Source: an optimization exercise on an open RTL-to-GDS flow (aim: small area and a short achievable clock period). Production flows keep margins and buffers that such runs may drop. At most, simulation tests tie the RTL to the original design; equivalence was not proved. Power and IR drop assume default switching activity.

## alu
module alu(
  input   wire  [63:0]    in1       ,
  input   wire  [63:0]    in2       ,
  input   wire  [2:0]     op        ,
  input   wire            in_valid  ,
  output  wire            in_ready  ,
  output  wire  [63:0]    res       ,
  output  reg             out_valid ,
  input   wire            out_ready ,
  input   wire            clk       ,
  input   wire            rstn      
);
Size: roughly 200 I/O pins.
==> flow/config.mk <==
export PLATFORM = sky130hd
export DESIGN_NAME = alu
export DESIGN_NICKNAME = alu
export VERILOG_FILES = /design/flow/design.v
export SDC_FILE = /design/flow/constraint.sdc
export NUM_CORES = 4
export LEC_CHECK = 0
export ABC_AREA = 1
export CAP_MARGIN = 20
export CORE_MARGIN = 2
export CORE_UTILIZATION = 40
export CTS_BUF_LIST = sky130_fd_sc_hd__clkbuf_8
export SETUP_SLACK_MARGIN = 1.9
export SLEW_MARGIN = 20
==> flow/constraint.sdc <==
create_clock -name core_clock -period 4.6 [get_ports {clk}]
set_input_delay 0.9200 -clock core_clock [delete_from_list [all_inputs] [get_ports {clk}]]
set_output_delay 0.9200 -clock core_clock [all_outputs]
set_load 0.01 [all_outputs]
standard.sh (not shown) runs the stock make flow with config.mk's settings and CLKGATE_MAP_FILE= SYNTH_SCRIPT=/design/flow/synth_recipe.tcl, a recipe that flattens the netlist after the stock synthesis.
==> flow/flow/run.sh <==
#!/bin/bash
# Layout flow: the standard ORFS flow (standard.sh, with the standard
# synthesis unchanged), except that the port buffers that global placement
# puts on every input and output are sky130_fd_sc_hd__buf_1 instead of the
# delay buffer buffer_ports picks by default. Every port still gets its own
# buffer. The make output goes to standard.log in the work folder; ORFS keeps
# each step's log under orfs/logs/.
set -euo pipefail
bash standard.sh "BUFFER_PORTS_ARGS=-buffer_cell sky130_fd_sc_hd__buf_1" finish > standard.log 2>&1
Change:
--- a/flow/flow/run.sh
+++ b/flow/flow/run.sh
@@ -9 +9 @@
-bash standard.sh "BUFFER_PORTS_ARGS=-buffer_cell sky130_fd_sc_hd__buf_1" finish > standard.log 2>&1
+bash standard.sh "BUFFER_PORTS_ARGS=-buffer_cell sky130_fd_sc_hd__buf_1" RECOVER_POWER=100 finish > standard.log 2>&1
Settings changed: SETUP_SLACK_MARGIN 1.9 to 2.0.
Result: This time the run produced a layout that fails on max-capacitance violations, max-slew violations. Power went down by a few percent. Maximum frequency went down by a quarter to a third. Clock power went down by about a fifth. Final area went down slightly. Setup slack is worse by 820 ps. Clock skew went down by 5.1 ps. Synthesized area stays the same.
Change:
--- a/flow/flow/run.sh
+++ b/flow/flow/run.sh
@@ -9 +9 @@
-bash standard.sh "BUFFER_PORTS_ARGS=-buffer_cell sky130_fd_sc_hd__buf_1" RECOVER_POWER=100 finish > standard.log 2>&1
+bash standard.sh "BUFFER_PORTS_ARGS=-buffer_cell sky130_fd_sc_hd__buf_1" finish > standard.log 2>&1
Settings changed: GPL_ROUTABILITY_DRIVEN set to 0.
After rerunning:
- With this change the flow went through all stages and came out clean
- sequential cell count is unchanged
- setup slack gains 820 ps
- final area grows by about 0.66%
- power hardly moves
- non-clock buffer count does not change
- via count came out higher by about 0.36%
- cell count stays the same
- core utilization came out higher by 0.33 points
- synthesized cell count stays the same
- combinational power climbs by about 0.6%
Change:
Settings changed: GPL_ROUTABILITY_DRIVEN 0 to not set, GPL_TIMING_DRIVEN set to 0.
Die area does not change.
Final cell count rose by about 5%.
Register-to-register slack is worse by 80 ps.
Synthesized cell count does not change.
Core utilization rose by 3.0 points.
Clock-buffer cell count does not change.
Power rose by 5.8%.
No functional check of the RTL was part of any run of this note.


Another version of the RTL of alu (not shown whole).
For scale: ~65 flip-flops, roughly 200 I/O pins.
clock: 4.6 ns
lec_check: 0
abc_area: 1
cap_margin: 20
core_margin: 2
core_utilization: 60
slew_margin: 20
==> flow/flow/run.sh <==
#!/bin/bash
# Layout flow: the standard ORFS flow (standard.sh, with the standard
# synthesis unchanged), except that the port buffers that global placement
# puts on every input and output are sky130_fd_sc_hd__buf_1 instead of the
# delay buffer buffer_ports picks by default. Every port still gets its own
# buffer. The make output goes to standard.log in the work folder; ORFS keeps
# each step's log under orfs/logs/.
set -euo pipefail
bash standard.sh "BUFFER_PORTS_ARGS=-buffer_cell sky130_fd_sc_hd__buf_1" finish > standard.log 2>&1
Change:
- CORE_UTILIZATION: 60 -> 40
Via count is lower by 0.33%.
Combinational power is higher by about 2%.
Flip-flop and latch count is unchanged.
Final area is higher by 3.2%.
Critical path depth is lower by 3.
Register-to-register slack gains 80 ps.
Routed wire length is higher by 11%.
Change:
- CTS_BUF_LIST: not set -> sky130_fd_sc_hd__clkbuf_4
- SETUP_SLACK_MARGIN: not set -> 1.4
After rerunning:
- worst hold slack loses 140 ps
- die area is unchanged
- via count grows by 5.2%
- cell count grows by 2.7%
Change:
- SETUP_SLACK_MARGIN: 1.4 -> 1.0
- The changed run finished with timing, DRC and antenna clean
- wire length fell by 10%
- first-iteration DRC count fell by 20%
- worst setup slack got worse by 72 ps
- critical path depth fell by 6
- clock-buffer cell count rose by 1
- total power fell by 5.7%
- sequential power is about the same
- cell count fell by 2.6%
- combinational power fell by about 10%
- sequential cell count does not change
Change:
- SETUP_SLACK_MARGIN: 1.0 -> not set
Result: Design area hardly moves. Worst setup slack degrades by 25 ps. Register-to-register slack is about the same. Die area is unchanged. Combinational power is about the same. Routed wire length stays flat. Utilization is about the same.
No functional check of the RTL was part of any run of this note.


## the previous run
alu, a different RTL version from the one above (not shown whole).
Size: ~770 cells after synthesis, roughly 80 flip-flops, ~6900 um2 of cells after synthesis.
clock: 4.6 ns
lec_check: 0
abc_area: 1
cap_margin: 20
core_margin: 2
core_utilization: 40
cts_buf_list: sky130_fd_sc_hd__clkbuf_8
setup_slack_margin: 2.0
slew_margin: 20
tns_end_percent: 10
Scripts as last shown in full above: flow/flow/run.sh
What the current run does differently from the previous run at the input level:
Settings: a change of CORE_UTILIZATION from 40 to 55; a deleted TNS_END_PERCENT that had been 10.
Lower power goes to the current run over the previous run.
The current run against the previous run: final core utilization shows an increase of 18 points; count of nets after finishing shows a reduction of about 1.2%; net switching component of the power shows a reduction of 1.5%; required time at the worst-slack endpoint shows a reduction of 20 ps; global-route usage shows an increase of 6.3 points.
The current run against the previous run: growth of design area from synthesis to finish -4.2 points; internal power -1.8%.
Diff the previous run..the current run | signal arrival time at the worst endpoint | negligible
~same post-detailed-placement cell area in the previous run and the current run
No functional check of the RTL was part of any run of this note.


job 101:
Another version of the RTL of alu (not shown whole).
Size in the first run: about 770 cells after synthesis, ~200 I/O pins, ~6900 um2 of cells after synthesis.
==> flow/config.mk <==
export PLATFORM = sky130hd
export DESIGN_NAME = alu
export DESIGN_NICKNAME = alu
export VERILOG_FILES = /design/flow/design.v
export SDC_FILE = /design/flow/constraint.sdc
export NUM_CORES = 4
export LEC_CHECK = 0
export ABC_AREA = 1
export CAP_MARGIN = 20
export CORE_MARGIN = 2
export CORE_UTILIZATION = 40
export CTS_BUF_LIST = sky130_fd_sc_hd__clkbuf_8
export SETUP_SLACK_MARGIN = 1.8
export SLEW_MARGIN = 20
==> flow/constraint.sdc <==
create_clock -name core_clock -period 4.6 [get_ports {clk}]
set_input_delay 0.9200 -clock core_clock [delete_from_list [all_inputs] [get_ports {clk}]]
set_output_delay 0.9200 -clock core_clock [all_outputs]
set_load 0.01 [all_outputs]
Scripts as last shown in full above: flow/flow/run.sh
Job 101 closes out successfully: all stages finished, all timing, DRC and antenna checks passed.
[inputs] job 102 vs job 101
Settings: SETUP_SLACK_MARGIN now 2.0, was 1.8.
[summary]
- Hold slack came out higher on job 102 than on job 101.
- When job 102 is measured against job 101, its worst-case setup margin in the final layout turns out 0.041 ns higher.
- Between job 102 and job 101, relative area change from synthesis to final layout is higher for job 101, job 102 comes in under that.
- The run showing the smaller proportion of cell area occupied by multi-input gates is job 101.
- Between job 102 and job 101, wire length of the first global-routing pass is lower for job 101, job 102 comes in above that.
- Compared with job 101, in job 102 total power consumption of the routed design moved down, combinational share of power up 1.3 points.

-- separate check: timing with driven ports --
The results above use ideal ports. As a check the final layouts listed here were re-extracted and re-timed, cells and wires unchanged. Step 1 (the two cells are an assumption about what drives the block):
set clk [get_ports {clk}]
set_driving_cell -lib_cell sky130_fd_sc_hd__clkbuf_16 $clk
set_driving_cell -lib_cell sky130_fd_sc_hd__buf_2 [delete_from_list [all_inputs] $clk]
Step 2 adds t to the input delays and takes it off the output delays; t is the mean of the earliest and latest rising clock arrival at the registers after step 1. Input paths then give back, and output paths get back, about the clock's delay inside the block. Three values: ideal ports, drivers, drivers and shift; two values: the first two.
| run | t, ns | setup slack, ns | worst hold slack (ns) | worst register clock-pin slew, ns | worst data-port slew with drivers (ns) |
|---|---|---|---|---|---|
| the first run of note 1 | 0.410 | 1.936 / 1.924 / 1.513 | 0.764 / 0.746 / 0.943 | 0.09 / 0.09 | 0.06 |
| the second run of note 1 | 0.392 | 1.120 / 1.131 / 0.739 | 0.773 / 0.758 / 0.858 | 0.08 / 0.08 | 0.06 |
| the third run of note 1 | 0.393 | 1.945 / 1.931 / 1.538 | 0.774 / 0.758 / 0.857 | 0.08 / 0.08 | 0.06 |
| the fourth run of note 1 | 0.411 | 1.816 / 1.806 / 1.394 | 0.768 / 0.750 / 0.908 | 0.09 / 0.09 | 0.06 |
| the first run of note 2 | 0.377 | 1.085 / 1.101 / 0.725 | 0.795 / 0.784 / 0.816 | 0.08 / 0.08 | 0.06 |
| the second run of note 2 | 0.367 | 1.080 / 1.098 / 0.730 | 0.815 / 0.799 / 1.137 | 0.06 / 0.06 | 0.07 |
| the third run of note 2 | 0.492 | 1.290 / 1.287 / 0.795 | 0.671 / 0.654 / 0.760 | 0.11 / 0.11 | 0.05 |
| the fourth run of note 2 | 0.459 | 1.217 / 1.229 / 0.770 | 0.707 / 0.697 / 1.146 | 0.12 / 0.12 | 0.06 |
| the fifth run of note 2 | 0.459 | 1.192 / 1.204 / 0.745 | 0.707 / 0.697 / 1.149 | 0.12 / 0.12 | 0.06 |
| the previous run | 0.397 | 1.893 / 1.893 / 1.496 | 0.596 / 0.596 / 0.596 | 0.09 / 0.09 | 0.07 |
| the current run | 0.388 | 1.877 / 1.867 / 1.479 | 0.779 / 0.765 / 0.779 | 0.08 / 0.08 | 0.06 |
| job 101 | 0.408 | 1.904 / 1.905 / 1.497 | 0.766 / 0.749 / 0.943 | 0.09 / 0.09 | 0.05 |
| job 102 | 0.393 | 1.945 / 1.931 / 1.538 | 0.774 / 0.758 / 0.857 | 0.08 / 0.08 | 0.06 |
The setup slack of the third run of note 2, which loses most, moves by -0.003 ns with the drivers and by -0.495 ns with both steps.
